This is an optimization exercise on Yosys and OpenROAD, whose aim is small area, a short achievable clock period and few clock cycles, not a production implementation.
At most, simulation tests tie the RTL to the original design; equivalence was not proved.
No activity file was given, so power comes from the tool's default toggle rates.

Design procMonoc, start of the top module:
module procMonoc(
  input  logic        clk,
  input  logic        rst,
  output logic [31:0] imem_addr,
  input  logic [31:0] imem_rdata,
  output logic [31:0] dmem_addr,
  output logic [31:0] dmem_wdata,
  output logic [3:0]  dmem_wstrb,
  output logic        dmem_we,
  input  logic [31:0] dmem_rdata);
  logic [31:0] aE;        
  logic [4:0]  shamtE;    
  logic [31:0] bE;        
  logic [11:0] addrLoE;   
  logic        carryE;    
  logic        negE;      
  logic [19:0] hiIncE;    
  logic [19:0] hiDecE;    
  logic [31:0] tgtE;      
  logic [4:0]  rdE;
  logic        wrE, ldE, stE, brE, jalrE;
  logic        subE, sraE, shlE, rAddE, rSltE, rSltuE, rXorE, rOrE, rAndE, rShrE, rShlE, rBE;
  logic        pE, yE, zE;  
  logic [2:0]  f3E;
  logic [31:0] aluRes, ldData, wbData, npc, addr;
  logic [19:0] addrHi;
  logic        taken;
  always_comb begin
    case ({carryE, negE})
      2'b10:   addrHi = hiIncE;
      2'b01:   addrHi = hiDecE;
      default: addrHi = aE[31:12];
    endcase
  end
  assign addr = {addrHi, addrLoE};
  assign taken = f3E[0] ^ (pE | (yE & zE));
  always_comb begin
    if (jalrE)              npc = {addr[31:1], 1'b0};
    else if (brE & ~taken)  npc = bE;
    else                    npc = tgtE;
  end
  assign imem_addr = npc;
  ALU alu(.a(aE), .b(bE), .shamt(shamtE), .sub(subE), .sra(sraE), .shl(shlE), .rAdd(rAddE), .rSlt(rSltE), .rSltu(rSltuE),
          .rXor(rXorE), .rOr(rOrE), .rAnd(rAndE), .rShr(rShrE), .rShl(rShlE), .rB(rBE), .alures(aluRes));
  loadStoreUnit lsu(.funct3(f3E), .store(stE), .addrLo(addrLoE[1:0]), .dataWr(bE), .memRdata(dmem_rdata),
                    .memWdata(dmem_wdata), .memWstrb(dmem_wstrb), .dataRd(ldData));
  assign dmem_addr = addr;
  assign dmem_we   = stE;
  ...
Size in the first run: roughly 5700 cells after synthesis, roughly 1200 flip-flops, roughly 170 I/O pins.
export LEC_CHECK = 0
export CAP_MARGIN = 20
export CORE_MARGIN = 2
export CORE_UTILIZATION = 35
export SLEW_MARGIN = 20
export SYNTH_HIERARCHICAL = 1
export TNS_END_PERCENT = 0
create_clock -name core_clock -period 12.5 [get_ports {clk}]
standard.sh (not shown) runs the stock make flow with config.mk's settings and CLKGATE_MAP_FILE= SYNTH_SCRIPT=/design/flow/synth_recipe.tcl, a recipe that flattens the netlist after the stock synthesis.
==> flow/flow/run.sh <==
#!/bin/bash
# Layout: the standard flow (standard.sh, unchanged synthesis), with the
# timing repair aiming at a shorter period than the clock constraint: the
# repair's setup margin (SETUP_SLACK_MARGIN) is set from flow/margin.txt.
set -euo pipefail
cd "$(dirname "$0")/.."
MARGIN=$(cat flow/margin.txt)
sed -E "s/\"\\\$\{@:-finish\}\"/SETUP_SLACK_MARGIN=$MARGIN \"\${@:-finish}\"/" standard.sh > flow_std.sh
grep -q "SETUP_SLACK_MARGIN=$MARGIN " flow_std.sh
bash flow_std.sh > flow_make.log 2>&1
==> flow/flow/margin.txt <==
8
The first run produced a clean layout.
Testbench counts at the start, summed over its fixed seeds: cycles 212,704.
Rerun with:
- CORE_UTILIZATION: 35 -> 55
The changed run passed the timing, design-rule and antenna checks.
First-iteration DRC count goes up by 8.0%.
Global-route usage increases by 17 points.
Worst setup slack got worse by 0.045 ns.
Register-to-register slack gets worse by 0.05 ns.
Count of clock-buffer cells in the layout shrinks by 9.
Via count grows by 1.1%.
Critical path depth came out higher by 2.
Cell count came out lower by 12%.
Clock skew increases by 0.031 ns.

Setup of v6:
procMonoc, a different RTL version from the one above (not shown whole).
Size: roughly 5200 cells after synthesis.
clock: 12.5 ns
lec_check: 0
cap_margin: 20
core_margin: 2
core_utilization: 35
setup_slack_margin: 0.3
slew_margin: 20
run.sh (not shown) runs the stock make flow with config.mk's settings and CLKGATE_MAP_FILE= SYNTH_SCRIPT=/design/flow/synth_recipe.tcl, a recipe that flattens the netlist after the stock synthesis.
Stock flow here: none of the scripts above is used.
v6: flow completed, timing, DRC and antenna clean
Edits applied to the flow inputs when going from v6 to v7:
- TNS_END_PERCENT: unset -> 0
- SETUP_SLACK_MARGIN: 0.3 -> unset
==> flow/flow/run.sh (new file) <==
#!/bin/bash
# Layout: the standard flow (standard.sh, unchanged synthesis), with the
# timing repair aiming at a shorter period than the clock constraint: the
# repair's setup margin (SETUP_SLACK_MARGIN) is set from flow/margin.txt.
set -euo pipefail
cd "$(dirname "$0")/.."
MARGIN=$(cat flow/margin.txt)
sed -E "s/\"\\\$\{@:-finish\}\"/SETUP_SLACK_MARGIN=$MARGIN \"\${@:-finish}\"/" standard.sh > flow_std.sh
grep -q "SETUP_SLACK_MARGIN=$MARGIN " flow_std.sh
bash flow_std.sh > flow_make.log 2>&1
==> flow/flow/margin.txt (new file) <==
8
==> flow/standard.sh (new file) <==
#!/bin/bash
# synth_recipe.tcl (not shown) runs the flow's synth.tcl, then flattens the netlist and writes it again
# the make line also repeats each setting of config.mk as NAME=value (left out here)
make -C /OpenROAD-flow-scripts/flow DESIGN_CONFIG=/design/flow/config.mk WORK_HOME=/design/flow/orfs CLKGATE_MAP_FILE= SYNTH_SCRIPT=/design/flow/synth_recipe.tcl "${@:-finish}"
removed: flow/run.sh
Notes after the runs:
Summary of v7 over v6: part of the total power dissipated in sequential elements shows a reduction of 2.0 points; global-route usage rose 2.3 points. v7 against v6: share of the cycle needed by the critical path after routing decreased 21 points; routed wire length increased about 7%; wire length of the first global-routing pass increased 5.4%. Of v6 and v7, the lower final design instance area without fill belongs to v6. Looking at total stage count of the critical path, v7 sits 3 lower than v6 does. | minimum clock period | v7 vs v6 | 2.59 ns lower |. v7 against v6: end-of-flow core utilization shows an increase of 2.4 points; cell count shows an increase of about 3%.
No run of this note included a check of the RTL's function; only the layout flow was run.

procMonoc, a different RTL version from the one above (not shown whole).
Size: ~5500 cells after synthesis, roughly 63000 um^2 of cells after synthesis.
==> flow/config.mk <==
export PLATFORM = sky130hd
export DESIGN_NAME = procMonoc
export DESIGN_NICKNAME = procMonoc
export VERILOG_FILES = /design/flow/design.v
export SDC_FILE = /design/flow/constraint.sdc
export NUM_CORES = 4
export LEC_CHECK = 0
export CAP_MARGIN = 20
export CORE_MARGIN = 2
export CORE_UTILIZATION = 35
export SLEW_MARGIN = 20
export SYNTH_HIERARCHICAL = 1
export TNS_END_PERCENT = 0
==> flow/constraint.sdc <==
create_clock -name core_clock -period 12.5 [get_ports {clk}]
set_input_delay 2.5000 -clock core_clock [delete_from_list [all_inputs] [get_ports {clk}]]
set_output_delay 2.5000 -clock core_clock [all_outputs]
set_load 0.01 [all_outputs]
standard.sh (not shown) runs the stock make flow with config.mk's settings and CLKGATE_MAP_FILE= SYNTH_SCRIPT=/design/flow/synth_recipe.tcl, a recipe that flattens the netlist after the stock synthesis.
==> flow/flow/run.sh <==
#!/bin/bash
# Layout: the standard flow (standard.sh, unchanged synthesis), with
#  - the timing repair aiming at a shorter period than the clock constraint:
#    the repair's setup margin (SETUP_SLACK_MARGIN) is set from flow/margin.txt;
#  - the port buffers (still one on every input and output) made from
#    sky130_fd_sc_hd__buf_4 instead of the delay-buffer cell buffer_ports
#    picks by default.
# make's full output goes to flow_make.log; ORFS writes each step's log under
# orfs/logs/.
set -euo pipefail
cd "$(dirname "$0")/.."
MARGIN=$(cat flow/margin.txt)
EXTRA="SETUP_SLACK_MARGIN=$MARGIN BUFFER_PORTS_ARGS='-buffer_cell sky130_fd_sc_hd__buf_4'"
sed -E "s/\"\\\$\{@:-finish\}\"/$EXTRA \"\${@:-finish}\"/" standard.sh > flow_std.sh
grep -q "BUFFER_PORTS_ARGS='-buffer_cell sky130_fd_sc_hd__buf_4' " flow_std.sh
bash flow_std.sh > flow_make.log 2>&1
==> flow/flow/margin.txt <==
8
Testbench counts at the start, summed over its fixed seeds: cycles 212,704.
Next try:
Settings changed: CORE_UTILIZATION 35 to 55.
After rerunning: Die area drops by 36%; total power shrinks by 2.4%; routed wire length went down by 5.7%; critical path depth stays the same; final cell count came out lower by 12%; clock skew goes down by 0.044 ns; register-to-register slack gains 0.04 ns; count of clock-buffer cells in the layout is unchanged; worst setup slack loses 0.10 ns; hold slack is worse by 0.048 ns; first-iteration DRC count went up by 15%.
Next try:
==> flow/flow/run.sh (replaced) <==
#!/bin/bash
# Layout: the standard flow (standard.sh, unchanged synthesis), with the
# timing repair aiming at a shorter period than the clock constraint: the
# repair's setup margin (SETUP_SLACK_MARGIN) is set from flow/margin.txt.
set -euo pipefail
cd "$(dirname "$0")/.."
MARGIN=$(cat flow/margin.txt)
sed -E "s/\"\\\$\{@:-finish\}\"/SETUP_SLACK_MARGIN=$MARGIN \"\${@:-finish}\"/" standard.sh > flow_std.sh
grep -q "SETUP_SLACK_MARGIN=$MARGIN " flow_std.sh
bash flow_std.sh > flow_make.log 2>&1
Settings changed: CORE_UTILIZATION 55 to 35.
Core utilization came out lower by 22 points.
Non-clock buffer count came out higher by 78.
Maximum frequency came out lower by 1.2%.
Synthesized area is unchanged.
Sequential cell count stays the same.
Sequential power is about the same.
Hold slack gains 0.069 ns.
Cell area came out higher by 3.9%.
Combinational power came out higher by 5.3%.

== P ==
procMonoc, a different RTL version from the one above (not shown whole).
Size: ~1100 flip-flops.
==> flow/design.v (excerpt) <==
module procMonoc(
  input  logic        clk,
  input  logic        rst,
  output logic [31:0] imem_addr,
  input  logic [31:0] imem_rdata,
  output logic [31:0] dmem_addr,
  output logic [31:0] dmem_wdata,
  output logic [3:0]  dmem_wstrb,
  output logic        dmem_we,
  input  logic [31:0] dmem_rdata);
export LEC_CHECK = 0
export CAP_MARGIN = 20
export CORE_MARGIN = 2
export CORE_UTILIZATION = 55
export SLEW_MARGIN = 20
export SYNTH_HIERARCHICAL = 1
export TNS_END_PERCENT = 0
create_clock -name core_clock -period 12.5 [get_ports {clk}]
==> flow/flow/run.sh <==
#!/bin/bash
# Layout: the standard flow (standard.sh, unchanged synthesis), with
#  - the timing repair aiming at a shorter period than the clock constraint:
#    the repair's setup margin (SETUP_SLACK_MARGIN) is set from flow/margin.txt;
#  - the port buffers (still one on every input and output) made from
#    sky130_fd_sc_hd__buf_4 instead of the delay-buffer cell buffer_ports
#    picks by default.
# make's full output goes to flow_make.log; ORFS writes each step's log under
# orfs/logs/.
set -euo pipefail
cd "$(dirname "$0")/.."
MARGIN=$(cat flow/margin.txt)
EXTRA="SETUP_SLACK_MARGIN=$MARGIN BUFFER_PORTS_ARGS='-buffer_cell sky130_fd_sc_hd__buf_4'"
sed -E "s/\"\\\$\{@:-finish\}\"/$EXTRA \"\${@:-finish}\"/" standard.sh > flow_std.sh
grep -q "BUFFER_PORTS_ARGS='-buffer_cell sky130_fd_sc_hd__buf_4' " flow_std.sh
bash flow_std.sh > flow_make.log 2>&1
Scripts as last shown in full above: flow/flow/margin.txt
Testbench counts of P, summed over its fixed seeds: cycles 212,704.
[inputs] Q vs P
# P
export LEC_CHECK = 0
export CAP_MARGIN = 20
export CORE_MARGIN = 2
export CORE_UTILIZATION = 55
export SLEW_MARGIN = 20
export SYNTH_HIERARCHICAL = 1
export TNS_END_PERCENT = 0
create_clock -name core_clock -period 12.5 [get_ports {clk}]
# Q
export LEC_CHECK = 0
export CAP_MARGIN = 20
export CORE_MARGIN = 2
export CORE_UTILIZATION = 35
export SLEW_MARGIN = 20
export SYNTH_HIERARCHICAL = 1
export TNS_END_PERCENT = 0
create_clock -name core_clock -period 12.5 [get_ports {clk}]
## What came out
Compared with P, Q ends up with more cell area. Comparing Q and P, the higher area of the die is on Q. Q: sequential cell area share lower than P. Q and P ended up with roughly the same logic gate share of total power. Between P and Q, highest cell delay on the worst timing path decreased. Per the comparison of Q with P, number of placement rows shows an increase of 32; clock-buffer cell count shows a reduction of about 10%; final cell count shows an increase of about 12%; number of cells after detailed placement shows an increase of 853; met3 usage in global routing shows a reduction of 9.3 points.

## afterwards: timing with drivers on the ports
In the flow no input, the clock included, has a driving cell. The finished layouts below were timed again as built, in two steps. Step 1 assumes that a clkbuf_16 drives the clock port and a buf_2 every other input. Step 2 also shifts input and output timing later by t, the mid clock arrival at the registers, as if the neighbouring blocks saw the same clock. a / b / c = ideal ports / drivers / drivers and shift; a / b = the first two.
run | shift t [ns] | slack for setup (ns) | pins driven straight from the clock port
the first run of note 1 | 0.874 | 6.793 / 6.785 / 5.911 | 1
the second run of note 1 | 0.791 | 6.748 / 6.801 / 6.010 | 1
v6 | 0.838 | 3.260 / 3.228 / 2.390 | 1
v7 | 0.842 | 5.851 / 5.761 / 4.919 | 1
the first run of note 3 | 0.831 | 6.857 / 6.667 / 5.836 | 1
the second run of note 3 | 0.815 | 6.756 / 6.694 / 5.879 | 1
the third run of note 3 | 0.839 | 6.684 / 6.702 / 5.887 | 1
P | 0.814 | 6.506 / 6.533 / 5.736 | 1
Q | 0.841 | 6.546 / 6.576 / 5.744 | 1
After both steps setup and hold are still met in every run listed. The setup slack of the first run of note 3, which loses most, moves by -0.190 ns with the drivers and by -1.021 ns with both steps.
